From an optimization exercise on the open Yosys and OpenROAD flow, aimed at small area, a short achievable clock period and few clock cycles per item; shortcuts taken in it are not production practice. The RTL of this run was laid out without a check of its function.

==> design/flow/design.v <==
module arctan #
	(
		parameter integer C_S00_AXIS_TDATA_WIDTH	= 32,
		parameter integer C_M00_AXIS_TDATA_WIDTH	= 32,
    parameter integer ITERATIONS = 16
	)
	(
		input wire  s00_axis_aclk, s00_axis_aresetn,
		input wire  s00_axis_tlast, s00_axis_tvalid,
		input wire [C_S00_AXIS_TDATA_WIDTH-1 : 0] s00_axis_tdata,
		input wire [(C_S00_AXIS_TDATA_WIDTH/8)-1: 0] s00_axis_tstrb,
		output logic  s00_axis_tready,
		input wire  m00_axis_aclk, m00_axis_aresetn,
		input wire  m00_axis_tready,
		output logic  m00_axis_tvalid, m00_axis_tlast,
		output logic [C_M00_AXIS_TDATA_WIDTH-1 : 0] m00_axis_tdata,
		output logic [(C_M00_AXIS_TDATA_WIDTH/8)-1: 0] m00_axis_tstrb
	);
  logic sv;   
  logic ov;   
  wire adv = ~sv;
  logic rdy;   
  assign s00_axis_tready = rdy;
  wire signed [15:0] x_in = s00_axis_tdata[15:0];
  wire signed [15:0] y_in = s00_axis_tdata[31:16];
  logic s0_v;
  logic [4:0] s0_side;
  logic signed [15:0] s0_x, s0_y;
  logic [1:0] s0_q;
  logic [0:0] s0_b;
  logic s0_sd;
  logic s1_v;
  logic [4:0] s1_side;
  logic signed [15:0] s1_x, s1_y;
  logic [1:0] s1_q;
  logic [1:0] s1_b;
  logic s1_sd;
  logic s2_v;
  logic [4:0] s2_side;
  logic signed [15:0] s2_x, s2_y;
  logic [1:0] s2_q;
  logic [2:0] s2_b;
  logic s2_sd;
  logic s3_v;
  logic [4:0] s3_side;
  logic signed [15:0] s3_x, s3_y;
  logic [1:0] s3_q;
  logic [3:0] s3_b;
  logic s3_sd;
  logic s4_v;
  logic [4:0] s4_side;
  logic signed [15:0] s4_x, s4_y;
  logic [1:0] s4_q;
  logic [4:0] s4_b;
  logic s4_sd;
  logic s5_v;
  logic [4:0] s5_side;
  logic signed [15:0] s5_x, s5_y;
  logic [1:0] s5_q;
  logic [5:0] s5_b;
  logic s5_sd;
  logic s6_v;
  logic [4:0] s6_side;
  logic signed [15:0] s6_x, s6_y;
  logic [1:0] s6_q;
  logic [6:0] s6_b;
  logic s6_sd;
  logic s7_v;
  logic [4:0] s7_side;
  logic signed [15:0] s7_x, s7_y;
  logic [1:0] s7_q;
  logic [7:0] s7_b;
  logic s7_sd;
  logic s8_v;
  logic [4:0] s8_side;
  logic signed [15:0] s8_x, s8_y;
  logic [1:0] s8_q;
  logic [8:0] s8_b;
  logic s8_sd;
  logic s9_v;
  logic [4:0] s9_side;
  logic signed [15:0] s9_x, s9_y;
  logic [1:0] s9_q;
  logic [9:0] s9_b;
  logic s9_sd;
  logic s10_v;
  logic [4:0] s10_side;
  logic signed [15:0] s10_x, s10_y;
  logic [1:0] s10_q;
  logic [10:0] s10_b;
  logic s10_sd;
  logic s11_v;
  logic [4:0] s11_side;
  logic signed [15:0] s11_x, s11_y;
  logic [1:0] s11_q;
  logic [11:0] s11_b;
  logic s11_sd;
  logic s12_v;
  logic [4:0] s12_side;
  logic signed [15:0] s12_x, s12_y;
  logic [1:0] s12_q;
  logic [12:0] s12_b;
  logic s12_sd;
  logic s13_v;
  logic [4:0] s13_side;
  logic signed [15:0] s13_x, s13_y;
  logic [3:0] s13_kpc;
  logic signed [18:0] s13_kk;
  logic [1:0] s13_q;
  logic [13:0] s13_b;
  logic s13_sd;
  logic s14_v;
  logic [4:0] s14_side;
  logic signed [18:0] s14_r;
  logic signed [4:0] s14_pc;
  logic [1:0] s14_bl;
  wire c0_neg = x_in[15];
  wire c0_yneg = y_in[15];
  logic signed [15:0] c0_xf, c0_yf;
  assign c0_xf = (x_in ^ {16{c0_neg}}) + 16'(c0_neg);
  assign c0_yf = (y_in ^ {16{c0_neg}}) + 16'(c0_neg);
  wire c0_dn0 = ~c0_yf[15];   
  logic [0:0] c0_b;
  assign c0_b = {c0_dn0};
  always_ff @(posedge s00_axis_aclk) begin
    if (s00_axis_aresetn == 1'b0) s0_v <= 1'b0;
    else if (adv) s0_v <= s00_axis_tvalid;
  end
  always_ff @(posedge s00_axis_aclk) begin
    if (adv) begin
      s0_x <= c0_xf;
      s0_y <= c0_yf;
      s0_q <= {c0_neg, c0_yneg};
      s0_b <= c0_b;
      s0_side <= {s00_axis_tlast, s00_axis_tstrb};
    end
  end
  always_ff @(posedge s00_axis_aclk) begin
    s0_sd <= adv ? ~c0_yf[15] : s0_b[0];
  end
  wire c1_d0 = s0_b[0];   
  logic signed [15:0] c1_x1, c1_y1;
  logic signed [15:0] c1_x1_op;
  assign c1_x1_op = (s0_y >>> 0);
  logic [16:0] c1_x1_s;
  assign c1_x1_s = {s0_x, 1'b1} + {c1_x1_op ^ {16{s0_y[15]}}, s0_y[15]};
  assign c1_x1 = c1_x1_s[16:1];
  logic signed [15:0] c1_y1_op;
  assign c1_y1_op = (s0_x >>> 0);
  logic [16:0] c1_y1_s;
  assign c1_y1_s = {s0_y, 1'b1} + {c1_y1_op ^ {16{s0_sd}}, s0_sd};
  assign c1_y1 = c1_y1_s[16:1];
  wire c1_dn1 = ~c1_y1[15];   
  logic [1:0] c1_b;
  assign c1_b = {c1_dn1, s0_b};
  always_ff @(posedge s00_axis_aclk) begin
    if (s00_axis_aresetn == 1'b0) s1_v <= 1'b0;
    else if (adv) s1_v <= s0_v;
  end
  always_ff @(posedge s00_axis_aclk) begin
    if (adv) begin
      s1_x <= c1_x1;
      s1_y <= c1_y1;
      s1_q <= s0_q;
      s1_b <= c1_b;
      s1_side <= s0_side;
    end
  end
  always_ff @(posedge s00_axis_aclk) begin
    s1_sd <= adv ? ~c1_y1[15] : s1_b[1];
  end
  wire c2_d1 = s1_b[1];   
  logic signed [15:0] c2_x2, c2_y2;
  logic signed [15:0] c2_x2_op;
  assign c2_x2_op = (s1_y >>> 1);
  logic [16:0] c2_x2_s;
  assign c2_x2_s = {s1_x, 1'b1} + {c2_x2_op ^ {16{s1_y[15]}}, s1_y[15]};
  assign c2_x2 = c2_x2_s[16:1];
  logic signed [15:0] c2_y2_op;
  assign c2_y2_op = (s1_x >>> 1);
  logic [16:0] c2_y2_s;
  assign c2_y2_s = {s1_y, 1'b1} + {c2_y2_op ^ {16{s1_sd}}, s1_sd};
  assign c2_y2 = c2_y2_s[16:1];
  wire c2_dn2 = ~c2_y2[15];   
  logic [2:0] c2_b;
  assign c2_b = {c2_dn2, s1_b};
  always_ff @(posedge s00_axis_aclk) begin
    if (s00_axis_aresetn == 1'b0) s2_v <= 1'b0;
    else if (adv) s2_v <= s1_v;
  end
  always_ff @(posedge s00_axis_aclk) begin
    if (adv) begin
      s2_x <= c2_x2;
      s2_y <= c2_y2;
      s2_q <= s1_q;
      s2_b <= c2_b;
      s2_side <= s1_side;
    end
  end
  always_ff @(posedge s00_axis_aclk) begin
    s2_sd <= adv ? ~c2_y2[15] : s2_b[2];
  end
  wire c3_d2 = s2_b[2];   
  logic signed [15:0] c3_x3, c3_y3;
  logic signed [15:0] c3_x3_op;
  assign c3_x3_op = (s2_y >>> 2);
  logic [16:0] c3_x3_s;
  assign c3_x3_s = {s2_x, 1'b1} + {c3_x3_op ^ {16{s2_y[15]}}, s2_y[15]};
  assign c3_x3 = c3_x3_s[16:1];
  logic signed [15:0] c3_y3_op;
  assign c3_y3_op = (s2_x >>> 2);
  logic [16:0] c3_y3_s;
  assign c3_y3_s = {s2_y, 1'b1} + {c3_y3_op ^ {16{s2_sd}}, s2_sd};
  assign c3_y3 = c3_y3_s[16:1];
  wire c3_dn3 = ~c3_y3[15];   
  logic [3:0] c3_b;
  assign c3_b = {c3_dn3, s2_b};
  always_ff @(posedge s00_axis_aclk) begin
    if (s00_axis_aresetn == 1'b0) s3_v <= 1'b0;
    else if (adv) s3_v <= s2_v;
  end
  always_ff @(posedge s00_axis_aclk) begin
    if (adv) begin
      s3_x <= c3_x3;
      s3_y <= c3_y3;
      s3_q <= s2_q;
      s3_b <= c3_b;
      s3_side <= s2_side;
    end
  end
  always_ff @(posedge s00_axis_aclk) begin
    s3_sd <= adv ? ~c3_y3[15] : s3_b[3];
  end
  wire c4_d3 = s3_b[3];   
  logic signed [15:0] c4_x4, c4_y4;
  logic signed [15:0] c4_x4_op;
  assign c4_x4_op = (s3_y >>> 3);
  logic [16:0] c4_x4_s;
  assign c4_x4_s = {s3_x, 1'b1} + {c4_x4_op ^ {16{s3_y[15]}}, s3_y[15]};
  assign c4_x4 = c4_x4_s[16:1];
  logic signed [15:0] c4_y4_op;
  assign c4_y4_op = (s3_x >>> 3);
  logic [16:0] c4_y4_s;
  assign c4_y4_s = {s3_y, 1'b1} + {c4_y4_op ^ {16{s3_sd}}, s3_sd};
  assign c4_y4 = c4_y4_s[16:1];
  wire c4_dn4 = ~c4_y4[15];   
  logic [4:0] c4_b;
  assign c4_b = {c4_dn4, s3_b};
  always_ff @(posedge s00_axis_aclk) begin
    if (s00_axis_aresetn == 1'b0) s4_v <= 1'b0;
    else if (adv) s4_v <= s3_v;
  end
  always_ff @(posedge s00_axis_aclk) begin
    if (adv) begin
      s4_x <= c4_x4;
      s4_y <= c4_y4;
      s4_q <= s3_q;
      s4_b <= c4_b;
      s4_side <= s3_side;
    end
  end
  always_ff @(posedge s00_axis_aclk) begin
    s4_sd <= adv ? ~c4_y4[15] : s4_b[4];
  end
  wire c5_d4 = s4_b[4];   
  logic signed [15:0] c5_x5, c5_y5;
  logic signed [15:0] c5_x5_op;
  assign c5_x5_op = (s4_y >>> 4);
  logic [16:0] c5_x5_s;
  assign c5_x5_s = {s4_x, 1'b1} + {c5_x5_op ^ {16{s4_y[15]}}, s4_y[15]};
  assign c5_x5 = c5_x5_s[16:1];
  logic signed [15:0] c5_y5_op;
  assign c5_y5_op = (s4_x >>> 4);
  logic [16:0] c5_y5_s;
  assign c5_y5_s = {s4_y, 1'b1} + {c5_y5_op ^ {16{s4_sd}}, s4_sd};
  assign c5_y5 = c5_y5_s[16:1];
  wire c5_dn5 = ~c5_y5[15];   
  logic [5:0] c5_b;
  assign c5_b = {c5_dn5, s4_b};
  always_ff @(posedge s00_axis_aclk) begin
    if (s00_axis_aresetn == 1'b0) s5_v <= 1'b0;
    else if (adv) s5_v <= s4_v;
  end
  always_ff @(posedge s00_axis_aclk) begin
    if (adv) begin
      s5_x <= c5_x5;
      s5_y <= c5_y5;
      s5_q <= s4_q;
      s5_b <= c5_b;
      s5_side <= s4_side;
    end
  end
  always_ff @(posedge s00_axis_aclk) begin
    s5_sd <= adv ? ~c5_y5[15] : s5_b[5];
  end
  wire c6_d5 = s5_b[5];   
  logic signed [15:0] c6_x6, c6_y6;
  logic signed [15:0] c6_x6_op;
  assign c6_x6_op = (s5_y >>> 5);
  logic [16:0] c6_x6_s;
  assign c6_x6_s = {s5_x, 1'b1} + {c6_x6_op ^ {16{s5_y[15]}}, s5_y[15]};
  assign c6_x6 = c6_x6_s[16:1];
  logic signed [15:0] c6_y6_op;
  assign c6_y6_op = (s5_x >>> 5);
  logic [16:0] c6_y6_s;
  assign c6_y6_s = {s5_y, 1'b1} + {c6_y6_op ^ {16{s5_sd}}, s5_sd};
  assign c6_y6 = c6_y6_s[16:1];
  wire c6_dn6 = ~c6_y6[15];   
  logic [6:0] c6_b;
  assign c6_b = {c6_dn6, s5_b};
  always_ff @(posedge s00_axis_aclk) begin
    if (s00_axis_aresetn == 1'b0) s6_v <= 1'b0;
    else if (adv) s6_v <= s5_v;
  end
  always_ff @(posedge s00_axis_aclk) begin
    if (adv) begin
      s6_x <= c6_x6;
      s6_y <= c6_y6;
      s6_q <= s5_q;
      s6_b <= c6_b;
      s6_side <= s5_side;
    end
  end
  always_ff @(posedge s00_axis_aclk) begin
    s6_sd <= adv ? ~c6_y6[15] : s6_b[6];
  end
  wire c7_d6 = s6_b[6];   
  logic signed [15:0] c7_x7, c7_y7;
  logic signed [15:0] c7_x7_op;
  assign c7_x7_op = (s6_y >>> 6);
  logic [16:0] c7_x7_s;
  assign c7_x7_s = {s6_x, 1'b1} + {c7_x7_op ^ {16{s6_y[15]}}, s6_y[15]};
  assign c7_x7 = c7_x7_s[16:1];
  logic signed [15:0] c7_y7_op;
  assign c7_y7_op = (s6_x >>> 6);
  logic [16:0] c7_y7_s;
  assign c7_y7_s = {s6_y, 1'b1} + {c7_y7_op ^ {16{s6_sd}}, s6_sd};
  assign c7_y7 = c7_y7_s[16:1];
  wire c7_dn7 = ~c7_y7[15];   
  logic [7:0] c7_b;
  assign c7_b = {c7_dn7, s6_b};
  always_ff @(posedge s00_axis_aclk) begin
    if (s00_axis_aresetn == 1'b0) s7_v <= 1'b0;
    else if (adv) s7_v <= s6_v;
  end
  always_ff @(posedge s00_axis_aclk) begin
    if (adv) begin
      s7_x <= c7_x7;
      s7_y <= c7_y7;
      s7_q <= s6_q;
      s7_b <= c7_b;
      s7_side <= s6_side;
    end
  end
  always_ff @(posedge s00_axis_aclk) begin
    s7_sd <= adv ? ~c7_y7[15] : s7_b[7];
  end
  wire c8_d7 = s7_b[7];   
  logic signed [15:0] c8_x8, c8_y8;
  logic signed [15:0] c8_x8_op;
  assign c8_x8_op = (s7_y >>> 7);
  logic [16:0] c8_x8_s;
  assign c8_x8_s = {s7_x, 1'b1} + {c8_x8_op ^ {16{s7_y[15]}}, s7_y[15]};
  assign c8_x8 = c8_x8_s[16:1];
  logic signed [15:0] c8_y8_op;
  assign c8_y8_op = (s7_x >>> 7);
  logic [16:0] c8_y8_s;
  assign c8_y8_s = {s7_y, 1'b1} + {c8_y8_op ^ {16{s7_sd}}, s7_sd};
  assign c8_y8 = c8_y8_s[16:1];
  wire c8_dn8 = ~c8_y8[15];   
  logic [8:0] c8_b;
  assign c8_b = {c8_dn8, s7_b};
  always_ff @(posedge s00_axis_aclk) begin
    if (s00_axis_aresetn == 1'b0) s8_v <= 1'b0;
    else if (adv) s8_v <= s7_v;
  end
  always_ff @(posedge s00_axis_aclk) begin
    if (adv) begin
      s8_x <= c8_x8;
      s8_y <= c8_y8;
      s8_q <= s7_q;
      s8_b <= c8_b;
      s8_side <= s7_side;
    end
  end
  always_ff @(posedge s00_axis_aclk) begin
    s8_sd <= adv ? ~c8_y8[15] : s8_b[8];
  end
  wire c9_d8 = s8_b[8];   
  logic signed [15:0] c9_x9, c9_y9;
  logic signed [15:0] c9_x9_op;
  assign c9_x9_op = (s8_y >>> 8);
  logic [16:0] c9_x9_s;
  assign c9_x9_s = {s8_x, 1'b1} + {c9_x9_op ^ {16{s8_y[15]}}, s8_y[15]};
  assign c9_x9 = c9_x9_s[16:1];
  logic signed [15:0] c9_y9_op;
  assign c9_y9_op = (s8_x >>> 8);
  logic [16:0] c9_y9_s;
  assign c9_y9_s = {s8_y, 1'b1} + {c9_y9_op ^ {16{s8_sd}}, s8_sd};
  assign c9_y9 = c9_y9_s[16:1];
  wire c9_dn9 = ~c9_y9[15];   
  logic [9:0] c9_b;
  assign c9_b = {c9_dn9, s8_b};
  always_ff @(posedge s00_axis_aclk) begin
    if (s00_axis_aresetn == 1'b0) s9_v <= 1'b0;
    else if (adv) s9_v <= s8_v;
  end
  always_ff @(posedge s00_axis_aclk) begin
    if (adv) begin
      s9_x <= c9_x9;
      s9_y <= c9_y9;
      s9_q <= s8_q;
      s9_b <= c9_b;
      s9_side <= s8_side;
    end
  end
  always_ff @(posedge s00_axis_aclk) begin
    s9_sd <= adv ? ~c9_y9[15] : s9_b[9];
  end
  wire c10_d9 = s9_b[9];   
  logic signed [15:0] c10_x10, c10_y10;
  logic signed [15:0] c10_x10_op;
  assign c10_x10_op = (s9_y >>> 9);
  logic [16:0] c10_x10_s;
  assign c10_x10_s = {s9_x, 1'b1} + {c10_x10_op ^ {16{s9_y[15]}}, s9_y[15]};
  assign c10_x10 = c10_x10_s[16:1];
  logic signed [15:0] c10_y10_op;
  assign c10_y10_op = (s9_x >>> 9);
  logic [16:0] c10_y10_s;
  assign c10_y10_s = {s9_y, 1'b1} + {c10_y10_op ^ {16{s9_sd}}, s9_sd};
  assign c10_y10 = c10_y10_s[16:1];
  wire c10_dn10 = ~c10_y10[15];   
  logic [10:0] c10_b;
  assign c10_b = {c10_dn10, s9_b};
  always_ff @(posedge s00_axis_aclk) begin
    if (s00_axis_aresetn == 1'b0) s10_v <= 1'b0;
    else if (adv) s10_v <= s9_v;
  end
  always_ff @(posedge s00_axis_aclk) begin
    if (adv) begin
      s10_x <= c10_x10;
      s10_y <= c10_y10;
      s10_q <= s9_q;
      s10_b <= c10_b;
      s10_side <= s9_side;
    end
  end
  always_ff @(posedge s00_axis_aclk) begin
    s10_sd <= adv ? ~c10_y10[15] : s10_b[10];
  end
  wire c11_d10 = s10_b[10];   
  logic signed [15:0] c11_x11, c11_y11;
  logic signed [15:0] c11_x11_op;
  assign c11_x11_op = (s10_y >>> 10);
  logic [16:0] c11_x11_s;
  assign c11_x11_s = {s10_x, 1'b1} + {c11_x11_op ^ {16{s10_y[15]}}, s10_y[15]};
  assign c11_x11 = c11_x11_s[16:1];
  logic signed [15:0] c11_y11_op;
  assign c11_y11_op = (s10_x >>> 10);
  logic [16:0] c11_y11_s;
  assign c11_y11_s = {s10_y, 1'b1} + {c11_y11_op ^ {16{s10_sd}}, s10_sd};
  assign c11_y11 = c11_y11_s[16:1];
  wire c11_dn11 = ~c11_y11[15];   
  logic [11:0] c11_b;
  assign c11_b = {c11_dn11, s10_b};
  always_ff @(posedge s00_axis_aclk) begin
    if (s00_axis_aresetn == 1'b0) s11_v <= 1'b0;
    else if (adv) s11_v <= s10_v;
  end
  always_ff @(posedge s00_axis_aclk) begin
    if (adv) begin
      s11_x <= c11_x11;
      s11_y <= c11_y11;
      s11_q <= s10_q;
      s11_b <= c11_b;
      s11_side <= s10_side;
    end
  end
  always_ff @(posedge s00_axis_aclk) begin
    s11_sd <= adv ? ~c11_y11[15] : s11_b[11];
  end
  wire c12_d11 = s11_b[11];   
  logic signed [15:0] c12_x12, c12_y12;
  logic signed [15:0] c12_x12_op;
  assign c12_x12_op = (s11_y >>> 11);
  logic [16:0] c12_x12_s;
  assign c12_x12_s = {s11_x, 1'b1} + {c12_x12_op ^ {16{s11_y[15]}}, s11_y[15]};
  assign c12_x12 = c12_x12_s[16:1];
  logic signed [15:0] c12_y12_op;
  assign c12_y12_op = (s11_x >>> 11);
  logic [16:0] c12_y12_s;
  assign c12_y12_s = {s11_y, 1'b1} + {c12_y12_op ^ {16{s11_sd}}, s11_sd};
  assign c12_y12 = c12_y12_s[16:1];
  wire c12_dn12 = ~c12_y12[15];   
  logic [12:0] c12_b;
  assign c12_b = {c12_dn12, s11_b};
  always_ff @(posedge s00_axis_aclk) begin
    if (s00_axis_aresetn == 1'b0) s12_v <= 1'b0;
    else if (adv) s12_v <= s11_v;
  end
  always_ff @(posedge s00_axis_aclk) begin
    if (adv) begin
      s12_x <= c12_x12;
      s12_y <= c12_y12;
      s12_q <= s11_q;
      s12_b <= c12_b;
      s12_side <= s11_side;
    end
  end
  always_ff @(posedge s00_axis_aclk) begin
    s12_sd <= adv ? ~c12_y12[15] : s12_b[12];
  end
  wire c13_d12 = s12_b[12];   
  logic signed [15:0] c13_x13, c13_y13;
  logic signed [15:0] c13_x13_op;
  assign c13_x13_op = (s12_y >>> 12);
  logic [16:0] c13_x13_s;
  assign c13_x13_s = {s12_x, 1'b1} + {c13_x13_op ^ {16{s12_y[15]}}, s12_y[15]};
  assign c13_x13 = c13_x13_s[16:1];
  logic signed [15:0] c13_y13_op;
  assign c13_y13_op = (s12_x >>> 12);
  logic [16:0] c13_y13_s;
  assign c13_y13_s = {s12_y, 1'b1} + {c13_y13_op ^ {16{s12_sd}}, s12_sd};
  assign c13_y13 = c13_y13_s[16:1];
  logic signed [18:0] c13_k, c13_k0, c13_k1, c13_k2;
  assign c13_k0 = (s12_b[4] ? (s12_b[3] ? (s12_b[2] ? (s12_b[1] ? (s12_b[0] ? 19'sd53037 : 19'sd1567) : (s12_b[0] ? 19'sd22653 : -19'sd28817)) : (s12_b[1] ? (s12_b[0] ? 19'sd36983 : -19'sd14487) : (s12_b[0] ? 19'sd6599 : -19'sd44871))) : (s12_b[2] ? (s12_b[1] ? (s12_b[0] ? 19'sd44889 : -19'sd6581) : (s12_b[0] ? 19'sd14505 : -19'sd36965)) : (s12_b[1] ? (s12_b[0] ? 19'sd28835 : -19'sd22635) : (s12_b[0] ? -19'sd1549 : -19'sd53019)))) : (s12_b[3] ? (s12_b[2] ? (s12_b[1] ? (s12_b[0] ? 19'sd48947 : -19'sd2523) : (s12_b[0] ? 19'sd18563 : -19'sd32907)) : (s12_b[1] ? (s12_b[0] ? 19'sd32893 : -19'sd18577) : (s12_b[0] ? 19'sd2509 : -19'sd48961))) : (s12_b[2] ? (s12_b[1] ? (s12_b[0] ? 19'sd40799 : -19'sd10671) : (s12_b[0] ? 19'sd10415 : -19'sd41055)) : (s12_b[1] ? (s12_b[0] ? 19'sd24745 : -19'sd26725) : (s12_b[0] ? -19'sd5639 : -19'sd57109)))));
  assign c13_k1 = (s12_b[4] ? (s12_b[3] ? (s12_b[2] ? (s12_b[1] ? (s12_b[0] ? 19'sd155980 : 19'sd104510) : (s12_b[0] ? 19'sd125596 : 19'sd74126)) : (s12_b[1] ? (s12_b[0] ? 19'sd139926 : 19'sd88456) : (s12_b[0] ? 19'sd109542 : 19'sd58072))) : (s12_b[2] ? (s12_b[1] ? (s12_b[0] ? 19'sd147832 : 19'sd96362) : (s12_b[0] ? 19'sd117448 : 19'sd65978)) : (s12_b[1] ? (s12_b[0] ? 19'sd131778 : 19'sd80308) : (s12_b[0] ? 19'sd101394 : 19'sd49924)))) : (s12_b[3] ? (s12_b[2] ? (s12_b[1] ? (s12_b[0] ? 19'sd151890 : 19'sd100420) : (s12_b[0] ? 19'sd121506 : 19'sd70036)) : (s12_b[1] ? (s12_b[0] ? 19'sd135836 : 19'sd84366) : (s12_b[0] ? 19'sd105452 : 19'sd53982))) : (s12_b[2] ? (s12_b[1] ? (s12_b[0] ? 19'sd143742 : 19'sd92272) : (s12_b[0] ? 19'sd113358 : 19'sd61888)) : (s12_b[1] ? (s12_b[0] ? 19'sd127688 : 19'sd76218) : (s12_b[0] ? 19'sd97304 : 19'sd45834)))));
  assign c13_k2 = (s12_b[4] ? (s12_b[3] ? (s12_b[2] ? (s12_b[1] ? (s12_b[0] ? -19'sd49906 : -19'sd101376) : (s12_b[0] ? -19'sd80290 : -19'sd131760)) : (s12_b[1] ? (s12_b[0] ? -19'sd65960 : -19'sd117430) : (s12_b[0] ? -19'sd96344 : -19'sd147814))) : (s12_b[2] ? (s12_b[1] ? (s12_b[0] ? -19'sd58054 : -19'sd109524) : (s12_b[0] ? -19'sd88438 : -19'sd139908)) : (s12_b[1] ? (s12_b[0] ? -19'sd74108 : -19'sd125578) : (s12_b[0] ? -19'sd104492 : -19'sd155962)))) : (s12_b[3] ? (s12_b[2] ? (s12_b[1] ? (s12_b[0] ? -19'sd53996 : -19'sd105466) : (s12_b[0] ? -19'sd84380 : -19'sd135850)) : (s12_b[1] ? (s12_b[0] ? -19'sd70050 : -19'sd121520) : (s12_b[0] ? -19'sd100434 : -19'sd151904))) : (s12_b[2] ? (s12_b[1] ? (s12_b[0] ? -19'sd62144 : -19'sd113614) : (s12_b[0] ? -19'sd92528 : -19'sd143998)) : (s12_b[1] ? (s12_b[0] ? -19'sd78198 : -19'sd129668) : (s12_b[0] ? -19'sd108582 : -19'sd160052)))));
  assign c13_k = s12_q[1] ? (s12_q[0] ? c13_k2 : c13_k1) : c13_k0;
  logic [3:0] c13_pc;
  assign c13_pc = (s12_b[12] ? (s12_b[11] ? (s12_b[10] ? (s12_b[9] ? (s12_b[8] ? (s12_b[7] ? (s12_b[6] ? (s12_b[5] ? 4'd8 : 4'd7) : (s12_b[5] ? 4'd7 : 4'd6)) : (s12_b[6] ? (s12_b[5] ? 4'd7 : 4'd6) : (s12_b[5] ? 4'd6 : 4'd5))) : (s12_b[7] ? (s12_b[6] ? (s12_b[5] ? 4'd7 : 4'd6) : (s12_b[5] ? 4'd6 : 4'd5)) : (s12_b[6] ? (s12_b[5] ? 4'd6 : 4'd5) : (s12_b[5] ? 4'd5 : 4'd4)))) : (s12_b[8] ? (s12_b[7] ? (s12_b[6] ? (s12_b[5] ? 4'd7 : 4'd6) : (s12_b[5] ? 4'd6 : 4'd5)) : (s12_b[6] ? (s12_b[5] ? 4'd6 : 4'd5) : (s12_b[5] ? 4'd5 : 4'd4))) : (s12_b[7] ? (s12_b[6] ? (s12_b[5] ? 4'd6 : 4'd5) : (s12_b[5] ? 4'd5 : 4'd4)) : (s12_b[6] ? (s12_b[5] ? 4'd5 : 4'd4) : (s12_b[5] ? 4'd4 : 4'd3))))) : (s12_b[9] ? (s12_b[8] ? (s12_b[7] ? (s12_b[6] ? (s12_b[5] ? 4'd7 : 4'd6) : (s12_b[5] ? 4'd6 : 4'd5)) : (s12_b[6] ? (s12_b[5] ? 4'd6 : 4'd5) : (s12_b[5] ? 4'd5 : 4'd4))) : (s12_b[7] ? (s12_b[6] ? (s12_b[5] ? 4'd6 : 4'd5) : (s12_b[5] ? 4'd5 : 4'd4)) : (s12_b[6] ? (s12_b[5] ? 4'd5 : 4'd4) : (s12_b[5] ? 4'd4 : 4'd3)))) : (s12_b[8] ? (s12_b[7] ? (s12_b[6] ? (s12_b[5] ? 4'd6 : 4'd5) : (s12_b[5] ? 4'd5 : 4'd4)) : (s12_b[6] ? (s12_b[5] ? 4'd5 : 4'd4) : (s12_b[5] ? 4'd4 : 4'd3))) : (s12_b[7] ? (s12_b[6] ? (s12_b[5] ? 4'd5 : 4'd4) : (s12_b[5] ? 4'd4 : 4'd3)) : (s12_b[6] ? (s12_b[5] ? 4'd4 : 4'd3) : (s12_b[5] ? 4'd3 : 4'd2)))))) : (s12_b[10] ? (s12_b[9] ? (s12_b[8] ? (s12_b[7] ? (s12_b[6] ? (s12_b[5] ? 4'd7 : 4'd6) : (s12_b[5] ? 4'd6 : 4'd5)) : (s12_b[6] ? (s12_b[5] ? 4'd6 : 4'd5) : (s12_b[5] ? 4'd5 : 4'd4))) : (s12_b[7] ? (s12_b[6] ? (s12_b[5] ? 4'd6 : 4'd5) : (s12_b[5] ? 4'd5 : 4'd4)) : (s12_b[6] ? (s12_b[5] ? 4'd5 : 4'd4) : (s12_b[5] ? 4'd4 : 4'd3)))) : (s12_b[8] ? (s12_b[7] ? (s12_b[6] ? (s12_b[5] ? 4'd6 : 4'd5) : (s12_b[5] ? 4'd5 : 4'd4)) : (s12_b[6] ? (s12_b[5] ? 4'd5 : 4'd4) : (s12_b[5] ? 4'd4 : 4'd3))) : (s12_b[7] ? (s12_b[6] ? (s12_b[5] ? 4'd5 : 4'd4) : (s12_b[5] ? 4'd4 : 4'd3)) : (s12_b[6] ? (s12_b[5] ? 4'd4 : 4'd3) : (s12_b[5] ? 4'd3 : 4'd2))))) : (s12_b[9] ? (s12_b[8] ? (s12_b[7] ? (s12_b[6] ? (s12_b[5] ? 4'd6 : 4'd5) : (s12_b[5] ? 4'd5 : 4'd4)) : (s12_b[6] ? (s12_b[5] ? 4'd5 : 4'd4) : (s12_b[5] ? 4'd4 : 4'd3))) : (s12_b[7] ? (s12_b[6] ? (s12_b[5] ? 4'd5 : 4'd4) : (s12_b[5] ? 4'd4 : 4'd3)) : (s12_b[6] ? (s12_b[5] ? 4'd4 : 4'd3) : (s12_b[5] ? 4'd3 : 4'd2)))) : (s12_b[8] ? (s12_b[7] ? (s12_b[6] ? (s12_b[5] ? 4'd5 : 4'd4) : (s12_b[5] ? 4'd4 : 4'd3)) : (s12_b[6] ? (s12_b[5] ? 4'd4 : 4'd3) : (s12_b[5] ? 4'd3 : 4'd2))) : (s12_b[7] ? (s12_b[6] ? (s12_b[5] ? 4'd4 : 4'd3) : (s12_b[5] ? 4'd3 : 4'd2)) : (s12_b[6] ? (s12_b[5] ? 4'd3 : 4'd2) : (s12_b[5] ? 4'd2 : 4'd1))))))) : (s12_b[11] ? (s12_b[10] ? (s12_b[9] ? (s12_b[8] ? (s12_b[7] ? (s12_b[6] ? (s12_b[5] ? 4'd7 : 4'd6) : (s12_b[5] ? 4'd6 : 4'd5)) : (s12_b[6] ? (s12_b[5] ? 4'd6 : 4'd5) : (s12_b[5] ? 4'd5 : 4'd4))) : (s12_b[7] ? (s12_b[6] ? (s12_b[5] ? 4'd6 : 4'd5) : (s12_b[5] ? 4'd5 : 4'd4)) : (s12_b[6] ? (s12_b[5] ? 4'd5 : 4'd4) : (s12_b[5] ? 4'd4 : 4'd3)))) : (s12_b[8] ? (s12_b[7] ? (s12_b[6] ? (s12_b[5] ? 4'd6 : 4'd5) : (s12_b[5] ? 4'd5 : 4'd4)) : (s12_b[6] ? (s12_b[5] ? 4'd5 : 4'd4) : (s12_b[5] ? 4'd4 : 4'd3))) : (s12_b[7] ? (s12_b[6] ? (s12_b[5] ? 4'd5 : 4'd4) : (s12_b[5] ? 4'd4 : 4'd3)) : (s12_b[6] ? (s12_b[5] ? 4'd4 : 4'd3) : (s12_b[5] ? 4'd3 : 4'd2))))) : (s12_b[9] ? (s12_b[8] ? (s12_b[7] ? (s12_b[6] ? (s12_b[5] ? 4'd6 : 4'd5) : (s12_b[5] ? 4'd5 : 4'd4)) : (s12_b[6] ? (s12_b[5] ? 4'd5 : 4'd4) : (s12_b[5] ? 4'd4 : 4'd3))) : (s12_b[7] ? (s12_b[6] ? (s12_b[5] ? 4'd5 : 4'd4) : (s12_b[5] ? 4'd4 : 4'd3)) : (s12_b[6] ? (s12_b[5] ? 4'd4 : 4'd3) : (s12_b[5] ? 4'd3 : 4'd2)))) : (s12_b[8] ? (s12_b[7] ? (s12_b[6] ? (s12_b[5] ? 4'd5 : 4'd4) : (s12_b[5] ? 4'd4 : 4'd3)) : (s12_b[6] ? (s12_b[5] ? 4'd4 : 4'd3) : (s12_b[5] ? 4'd3 : 4'd2))) : (s12_b[7] ? (s12_b[6] ? (s12_b[5] ? 4'd4 : 4'd3) : (s12_b[5] ? 4'd3 : 4'd2)) : (s12_b[6] ? (s12_b[5] ? 4'd3 : 4'd2) : (s12_b[5] ? 4'd2 : 4'd1)))))) : (s12_b[10] ? (s12_b[9] ? (s12_b[8] ? (s12_b[7] ? (s12_b[6] ? (s12_b[5] ? 4'd6 : 4'd5) : (s12_b[5] ? 4'd5 : 4'd4)) : (s12_b[6] ? (s12_b[5] ? 4'd5 : 4'd4) : (s12_b[5] ? 4'd4 : 4'd3))) : (s12_b[7] ? (s12_b[6] ? (s12_b[5] ? 4'd5 : 4'd4) : (s12_b[5] ? 4'd4 : 4'd3)) : (s12_b[6] ? (s12_b[5] ? 4'd4 : 4'd3) : (s12_b[5] ? 4'd3 : 4'd2)))) : (s12_b[8] ? (s12_b[7] ? (s12_b[6] ? (s12_b[5] ? 4'd5 : 4'd4) : (s12_b[5] ? 4'd4 : 4'd3)) : (s12_b[6] ? (s12_b[5] ? 4'd4 : 4'd3) : (s12_b[5] ? 4'd3 : 4'd2))) : (s12_b[7] ? (s12_b[6] ? (s12_b[5] ? 4'd4 : 4'd3) : (s12_b[5] ? 4'd3 : 4'd2)) : (s12_b[6] ? (s12_b[5] ? 4'd3 : 4'd2) : (s12_b[5] ? 4'd2 : 4'd1))))) : (s12_b[9] ? (s12_b[8] ? (s12_b[7] ? (s12_b[6] ? (s12_b[5] ? 4'd5 : 4'd4) : (s12_b[5] ? 4'd4 : 4'd3)) : (s12_b[6] ? (s12_b[5] ? 4'd4 : 4'd3) : (s12_b[5] ? 4'd3 : 4'd2))) : (s12_b[7] ? (s12_b[6] ? (s12_b[5] ? 4'd4 : 4'd3) : (s12_b[5] ? 4'd3 : 4'd2)) : (s12_b[6] ? (s12_b[5] ? 4'd3 : 4'd2) : (s12_b[5] ? 4'd2 : 4'd1)))) : (s12_b[8] ? (s12_b[7] ? (s12_b[6] ? (s12_b[5] ? 4'd4 : 4'd3) : (s12_b[5] ? 4'd3 : 4'd2)) : (s12_b[6] ? (s12_b[5] ? 4'd3 : 4'd2) : (s12_b[5] ? 4'd2 : 4'd1))) : (s12_b[7] ? (s12_b[6] ? (s12_b[5] ? 4'd3 : 4'd2) : (s12_b[5] ? 4'd2 : 4'd1)) : (s12_b[6] ? (s12_b[5] ? 4'd2 : 4'd1) : (s12_b[5] ? 4'd1 : 4'd0))))))));
  wire c13_dn13 = ~c13_y13[15];   
  logic [13:0] c13_b;
  assign c13_b = {c13_dn13, s12_b};
  always_ff @(posedge s00_axis_aclk) begin
    if (s00_axis_aresetn == 1'b0) s13_v <= 1'b0;
    else if (adv) s13_v <= s12_v;
  end
  always_ff @(posedge s00_axis_aclk) begin
    if (adv) begin
      s13_x <= c13_x13;
      s13_y <= c13_y13;
      s13_kpc <= c13_pc;
      s13_kk <= c13_k;
      s13_q <= s12_q;
      s13_b <= c13_b;
      s13_side <= s12_side;
    end
  end
  always_ff @(posedge s00_axis_aclk) begin
    s13_sd <= adv ? ~c13_y13[15] : s13_b[13];
  end
  wire c14_d13 = s13_b[13];   
  logic signed [15:0] c14_y14;
  logic signed [15:0] c14_y14_op;
  assign c14_y14_op = (s13_x >>> 13);
  logic [16:0] c14_y14_s;
  assign c14_y14_s = {s13_y, 1'b1} + {c14_y14_op ^ {16{s13_sd}}, s13_sd};
  assign c14_y14 = c14_y14_s[16:1];
  wire c14_d14 = ~c14_y14[15];   
  logic signed [18:0] c14_k;
  assign c14_k = s13_kk;
  logic [18:0] c14_bv;
  assign c14_bv = {1'b0, 1'b0, 1'b0, 1'b0, 1'b0, 1'b0, 1'b0, s13_b[5], s13_b[6], s13_b[7], s13_b[8], s13_b[9], s13_b[10], s13_b[11], s13_b[12], 1'b0, 1'b0, 1'b0, 1'b0};
  logic signed [18:0] c14_r;
  logic [8:0] c14_lo;
  assign c14_lo = {1'b0, c14_k[11:4]} + {1'b0, c14_bv[11:4]};
  logic [6:0] c14_h0, c14_h1;
  assign c14_h0 = c14_k[18:12];
  assign c14_h1 = c14_k[18:12] + 7'd1;
  assign c14_r = {c14_lo[8] ? c14_h1 : c14_h0, c14_lo[7:0], c14_k[3:0]};
  logic [3:0] c14_pc;
  assign c14_pc = s13_kpc;
  logic signed [4:0] c14_t;
  assign c14_t = {3'b000, s13_b[13], s13_b[13]} - {1'b0, c14_pc};
  logic [14:0] c14_b;
  assign c14_b = {c14_d14, s13_b};
  always_ff @(posedge s00_axis_aclk) begin
    if (s00_axis_aresetn == 1'b0) s14_v <= 1'b0;
    else if (adv) s14_v <= s13_v;
  end
  always_ff @(posedge s00_axis_aclk) begin
    if (adv) begin
      s14_r <= c14_r;
      s14_pc <= c14_t;
      s14_bl <= c14_b[14:13];
      s14_side <= s13_side;
    end
  end
  logic signed [18:0] c15_ph;
  logic [18:0] c15_su;
  assign c15_su = {s14_r[18:1], 1'b1} + {18'(s14_pc), s14_bl[1]};
  assign c15_ph = {c15_su[18:1], s14_r[0]};
      logic signed [18:0] o_ph;
      logic signed [18:0] k_ph;
      logic [4:0] o_side, k_side;
      wire push = adv & s14_v;
      wire load_o = m00_axis_tready | ~ov;
      always_ff @(posedge s00_axis_aclk) begin
        if (s00_axis_aresetn == 1'b0) begin
          ov <= 1'b0;
          sv <= 1'b0;
        end else if (load_o) begin
          ov <= sv | push;
          sv <= 1'b0;
        end else begin
          sv <= sv | push;
        end
      end
  always_ff @(posedge s00_axis_aclk) begin
    if (s00_axis_aresetn == 1'b0) rdy <= 1'b1;
    else if (load_o) rdy <= 1'b1;
    else rdy <= ~(sv | push);
  end
      always_ff @(posedge s00_axis_aclk) begin
        if (load_o) begin
          o_ph <= sv ? 19'(k_ph) : c15_ph;
          o_side <= sv ? k_side : s14_side;
        end
        if (adv) begin
          k_ph <= c15_ph;
          k_side <= s14_side;
        end
      end
      assign m00_axis_tvalid = ov;
  logic [12:0] o_sx;
  always_ff @(posedge s00_axis_aclk) begin
    o_sx[0] <= load_o ? (sv ? k_ph[18] : c15_ph[18]) : o_ph[18];
    for (int i = 1; i < 13; i++) o_sx[i] <= load_o ? (sv ? k_ph[18] : c15_ph[18]) : o_sx[i-1];
  end
  assign m00_axis_tdata = {o_sx, o_ph};
      assign m00_axis_tlast = o_side[4];
      assign m00_axis_tstrb = o_side[3:0];
    endmodule
==> design/flow/run.sh <==
#!/bin/bash
# synth_recipe.tcl (not shown) runs the flow's synth.tcl, then flattens the netlist and writes it again
# the make line also repeats each setting of config.mk as NAME=value (left out here)
make -C /OpenROAD-flow-scripts/flow DESIGN_CONFIG=/design/flow/config.mk WORK_HOME=/design/flow/orfs CLKGATE_MAP_FILE= SYNTH_SCRIPT=/design/flow/synth_recipe.tcl finish
==> design/flow/config.mk <==
export PLATFORM = sky130hd
export DESIGN_NAME = arctan
export DESIGN_NICKNAME = arctan
export VERILOG_FILES = /design/flow/design.v
export SDC_FILE = /design/flow/constraint.sdc
export NUM_CORES = 4
export LEC_CHECK = 0
export ABC_AREA = 1
export CAP_MARGIN = 20
export CORE_MARGIN = 2
export CORE_UTILIZATION = 40
export SETUP_SLACK_MARGIN = 2.5
export SLEW_MARGIN = 20
==> design/flow/constraint.sdc <==
create_clock -name core_clock -period 5.0 [get_ports {s00_axis_aclk}]
set_input_delay 1.0000 -clock core_clock [delete_from_list [all_inputs] [get_ports {s00_axis_aclk}]]
set_output_delay 1.0000 -clock core_clock [all_outputs]
set_load 0.01 [all_outputs]
==> impl_metrics.yaml <==
timing:
  worst_slew_pin_slew_ns: 0.920
  setup_violations: 0
  rsz0062_at_grt: "true"
  timing.max_slew.rel_slack_pct: 38.7
  timing.final.hold_violations: 0
  hold-worst-slack_ns: 0.404
  finalWorstPathRequiredPeriod_ns: 2.46
  tns_ns: 0
  achievable-frequency_ghz: 0.407
  timing.clock.skew_ns: 0.0352
  final.period_utilization_pct: 49.2
  number_of_max_slew_violations_in_the_final_report: 0
yosys:
  ys_warn_count: 1
  synthFlopType: "sky130_fd_sc_hd__edfxtp_1"
  xor_xnor_fraction_of_synth_area_pct: 13.3
  synth_edf_count: 708
  ys_async_sr_fraction_pct: 0
  syn_inst: 4869
  synthDominantCellAreaShare_pct: 45.0
  main_combinational_cell_family_by_area_after_synthesis: "simple AND/OR/NAND/NOR gates"
  synth.area.top_cells: "sky130_fd_sc_hd__edfxtp_1, sky130_fd_sc_hd__xor2_1, sky130_fd_sc_hd__ha_1"
  synthDistinctLibCells: 62
  yosys.area_share.simple_pct: 15.0
  post_synth_mux_area_share_pct: 0.0212
  netlist.top_cell.by_area: "sky130_fd_sc_hd__edfxtp_1"
  mapped_avg_cell_area_um2: 9.71
  synth.ff_latch_count: 776
  ys_seq_area_share_pct: 47.8
  synth-adder-area-share_pct: 10.2
  synthesis.area_mm2: 0.0473
  synth.net_count: 5295
  compound_gate_portion_of_the_synthesized_area_pct: 9.26
placement:
  detailedPlacementHpwl_um: 78200
  placed_cell_areas_mm2: 0.0497
  gpl.final_weighted_congestion: 0.898
  portBuffers: 79
global_route:
  grt_pass1_vias: 31724
  total_global_routing_track_utilization_pct: 17.1
  grt_pass1_wl_um: 167000
  grt_overflow: 0
  antenna_found_initial: 5
  grt_max_degree: 164
final_layout:
  final_area_mm2: 0.0543
  synthToLayoutAreaGrowth_pct: 14.7
  nNetsFinal: 5502
  post_route_cells_drive_above_1_share_pct: 7.61
  layout.core_utilization_pct: 46.1
  num_antenna_cells: 0
  fillerInstances: 11137
critical_path:
  cp_max_fo: 7
  endpoint_kind: "flip-flop"
  critical_path.n_buffers_inverters: 3
  cp_data_required_time_ns: 5.40
  cpPeakStageDelay_ns: 0.46
  critPathLaunchType: "flip-flop"
  rrSetupSlack_ns: 2.54
  crit_chain: "buf_6 -> buf_4 -> xor2_1 -> ha_1 -> inv_1 -> o21bai_2 -> a21boi_2 -> nor3_1 -> a21oi_1 -> nand3_1 -> nand2_1"
  timing.critical_path.arrival_ns: 2.86
  critPathKind: "flip-flop to flip-flop"
  critical_path_s_top_delay_family: "flip-flops"
  critical_path.slowest_cell: "sky130_fd_sc_hd__edfxtp_1"
drt:
  drt-total-wl_um: 106000
  dr.first_iter.drc_count: 1971
  drtAntennaViolNets: 0
  vias: 33296
  wl_per_cell_um: 15.9
  detailedRoute.firstPassIterationCount: 7
  drt_drc_violations_left: 0
  via_per_inst: 4.98
clock_network:
  clkTransAtPathRegs_ns: 0.06
  clock_tree_from_tritoncts: "built"
  maximum_clock_path_buffer_count: 3
  worst_skew_pair.late_latency_ns: 0.68
  hold_buffers: 0
  clock-sinks: 776
  num_cts_buffers: 89
  htree_levels: 3
  clock-root-buffer: "sky130_fd_sc_hd__clkbuf_16"
floorplan:
  die_width_um: 348
  num_rows: 126
  initial_core_utilization_pct: 40.2
  core-area_mm2: 0.118
  ios: 82
  die_h_um: 348
  die_area_mm2: 0.121
job:
  drv.max_cap_violation_count: 0
outcome:
  outcome: "complete, no violations"
worst_hold_path:
  hold_path_class: "flip-flop to flip-flop"
-- timing repair --
action / in CTS / in global routing
setup buffers: 41 / 58
pin swaps: 1 / 39
resized for setup: 74 / 137
setup endpoints to repair: 852 / 244
gates cloned: 0 / 4
-- stage by stage --
step	cells	setup slack, ns
5_1_grt	6688	2.42
4_1_cts	6626	2.49
2_1_floorplan	4869	2.37
3_5_place_dp	6418	1.65
6_report	6688	2.54
3_3_place_gp	6418	1.65
-- state kept, by name, summed over array words and instances (netlist names), 19 cells and up --
register,count
s13_kk,19
k_ph,19
o_ph,19
s14_r,19
-- worst paths after layout --
check             startpoint        to  depth (start not counted)
setup reg to reg    s1_y[15]  s2_x[15]                         11
setup / recovery    s1_y[15]  s2_x[15]                         11
hold reg to reg      s5_q[0]   s6_q[0]                          0
hold / removal       s5_q[0]   s6_q[0]                          0
-- per-layer routing --
metal	vias to the layer above	wire length (um)	share of wire, %	track usage, %
met5	-	0	0	0
met1	15439	48700	46	22.6
li1	17093	-	-	-
met2	594	50800	48	29.1
met4	0	3100	2.9	5.79
met3	170	3480	3.3	2.06
-- cell type report --
cell class	instances	area, um^2	share of cell area [%]
Clock buffer	124	2570	4.75
Timing Repair Buffer	188	1780	3.28
Inverter	459	1750	3.23
Multi-Input combinational cell	3561	23100	42.6
Tap cell	1536	1920	3.54
Sequential cell	776	22700	41.8
Clock inverter	43	464	0.855
Timing Repair inverter	1	11.3	0.0208
-- worst reg2reg max path, stage by stage (launching register included) --
cell and delay, ns:
sky130_fd_sc_hd__edfxtp_1 0.46, sky130_fd_sc_hd__buf_6 0.18, sky130_fd_sc_hd__buf_4 0.16, sky130_fd_sc_hd__xor2_1 0.16, sky130_fd_sc_hd__ha_1 0.38, sky130_fd_sc_hd__inv_1 0.10
sky130_fd_sc_hd__o21bai_2 0.23, sky130_fd_sc_hd__a21boi_2 0.08, sky130_fd_sc_hd__nor3_1 0.19, sky130_fd_sc_hd__a21oi_1 0.08, sky130_fd_sc_hd__nand3_1 0.09, sky130_fd_sc_hd__nand2_1 0.10
-- layout by cell type (no fill, tap or decap), drive strengths merged, types with 2 or more instances in the layout --
master / synthesis / layout
xnor2: 133 / 133
nand4: 34 / 34
clkbuf: 25 / 126
clkdlybuf4s50: 0 / 39
dfxtp: 68 / 68
o21ai: 225 / 225
a21boi: 35 / 35
a21o: 53 / 53
nor4: 6 / 6
o22ai: 5 / 5
a31o: 2 / 2
fa: 5 / 5
xor2: 573 / 574
and3: 4 / 4
o211ai: 12 / 12
a211oi: 9 / 9
o31ai: 10 / 10
and2: 8 / 8
a21oi: 343 / 343
o221ai: 6 / 6
bufinv: 0 / 5
ha: 378 / 378
nor3: 66 / 66
o21bai: 41 / 41
buf: 49 / 108
a32oi: 2 / 2
nand3: 267 / 267
clkinv: 1 / 28
or2: 11 / 11
dlygate4sd2: 0 / 38
nor2: 284 / 284
nand3b: 19 / 19
a31oi: 18 / 18
o2111ai: 3 / 3
nor3b: 3 / 3
inv: 458 / 465
edfxtp: 708 / 708
clkinvlp: 0 / 5
nand2: 994 / 994
-- kinds of logic (layout without fill, tap and decap cells) --
| logic type | count (synthesis) | after routing |
|---|---|---|
| adder cells (fa/ha/maj) | 383 | 383 |
| multiplexers | 1 | 1 |
| AO/OA/AOI/OAI | 772 | 772 |
| XOR/XNOR | 706 | 707 |
| flip-flops | 776 | 776 |
| buffers and inverters | 533 | 815 |
| AND/OR/NAND/NOR | 1698 | 1698 |
-- synthesized netlist by cell type, types with 18 or more instances --
cell type	instances
sky130_fd_sc_hd__inv_1	455
sky130_fd_sc_hd__a21oi_1	343
sky130_fd_sc_hd__nand3b_1	19
sky130_fd_sc_hd__clkbuf_1	25
sky130_fd_sc_hd__nand4_1	34
sky130_fd_sc_hd__a31oi_1	18
sky130_fd_sc_hd__xor2_1	565
sky130_fd_sc_hd__dfxtp_1	68
sky130_fd_sc_hd__edfxtp_1	708
sky130_fd_sc_hd__xnor2_1	131
sky130_fd_sc_hd__nand3_1	266
sky130_fd_sc_hd__a21o_1	53
sky130_fd_sc_hd__buf_2	19
sky130_fd_sc_hd__nor2_1	280
sky130_fd_sc_hd__nand2_1	994
sky130_fd_sc_hd__nor3_1	61
sky130_fd_sc_hd__buf_1	18
sky130_fd_sc_hd__a21boi_0	35
sky130_fd_sc_hd__ha_1	378
sky130_fd_sc_hd__o21ai_0	218
sky130_fd_sc_hd__o21bai_1	41

## separate check: timing with driven ports
In the flow no input, the clock included, has a driving cell. The finished layout below was timed again as built, in two steps. Step 1 assumes that a clkbuf_16 drives the clock port and a buf_2 every other input. Step 2, shift: input delay + t, output delay - t, t = (earliest + latest rising clock arrival at the registers) / 2. This alone moves slack from input paths to output paths. a / b / c = no drivers / after step 1 / after step 2; a / b = the first two.
t (ns): 0.732
setup slack, ns: 2.542 / 2.522 / 1.965
worst register clock-pin slew, ns: 0.07 / 0.07
worst data-port slew with drivers (ns): 0.04
pins driven straight from the clock port: 1
After both steps this run still meets setup and hold. For this run, drivers alone change the setup slack by -0.020 ns; drivers and shift together by -0.577 ns.
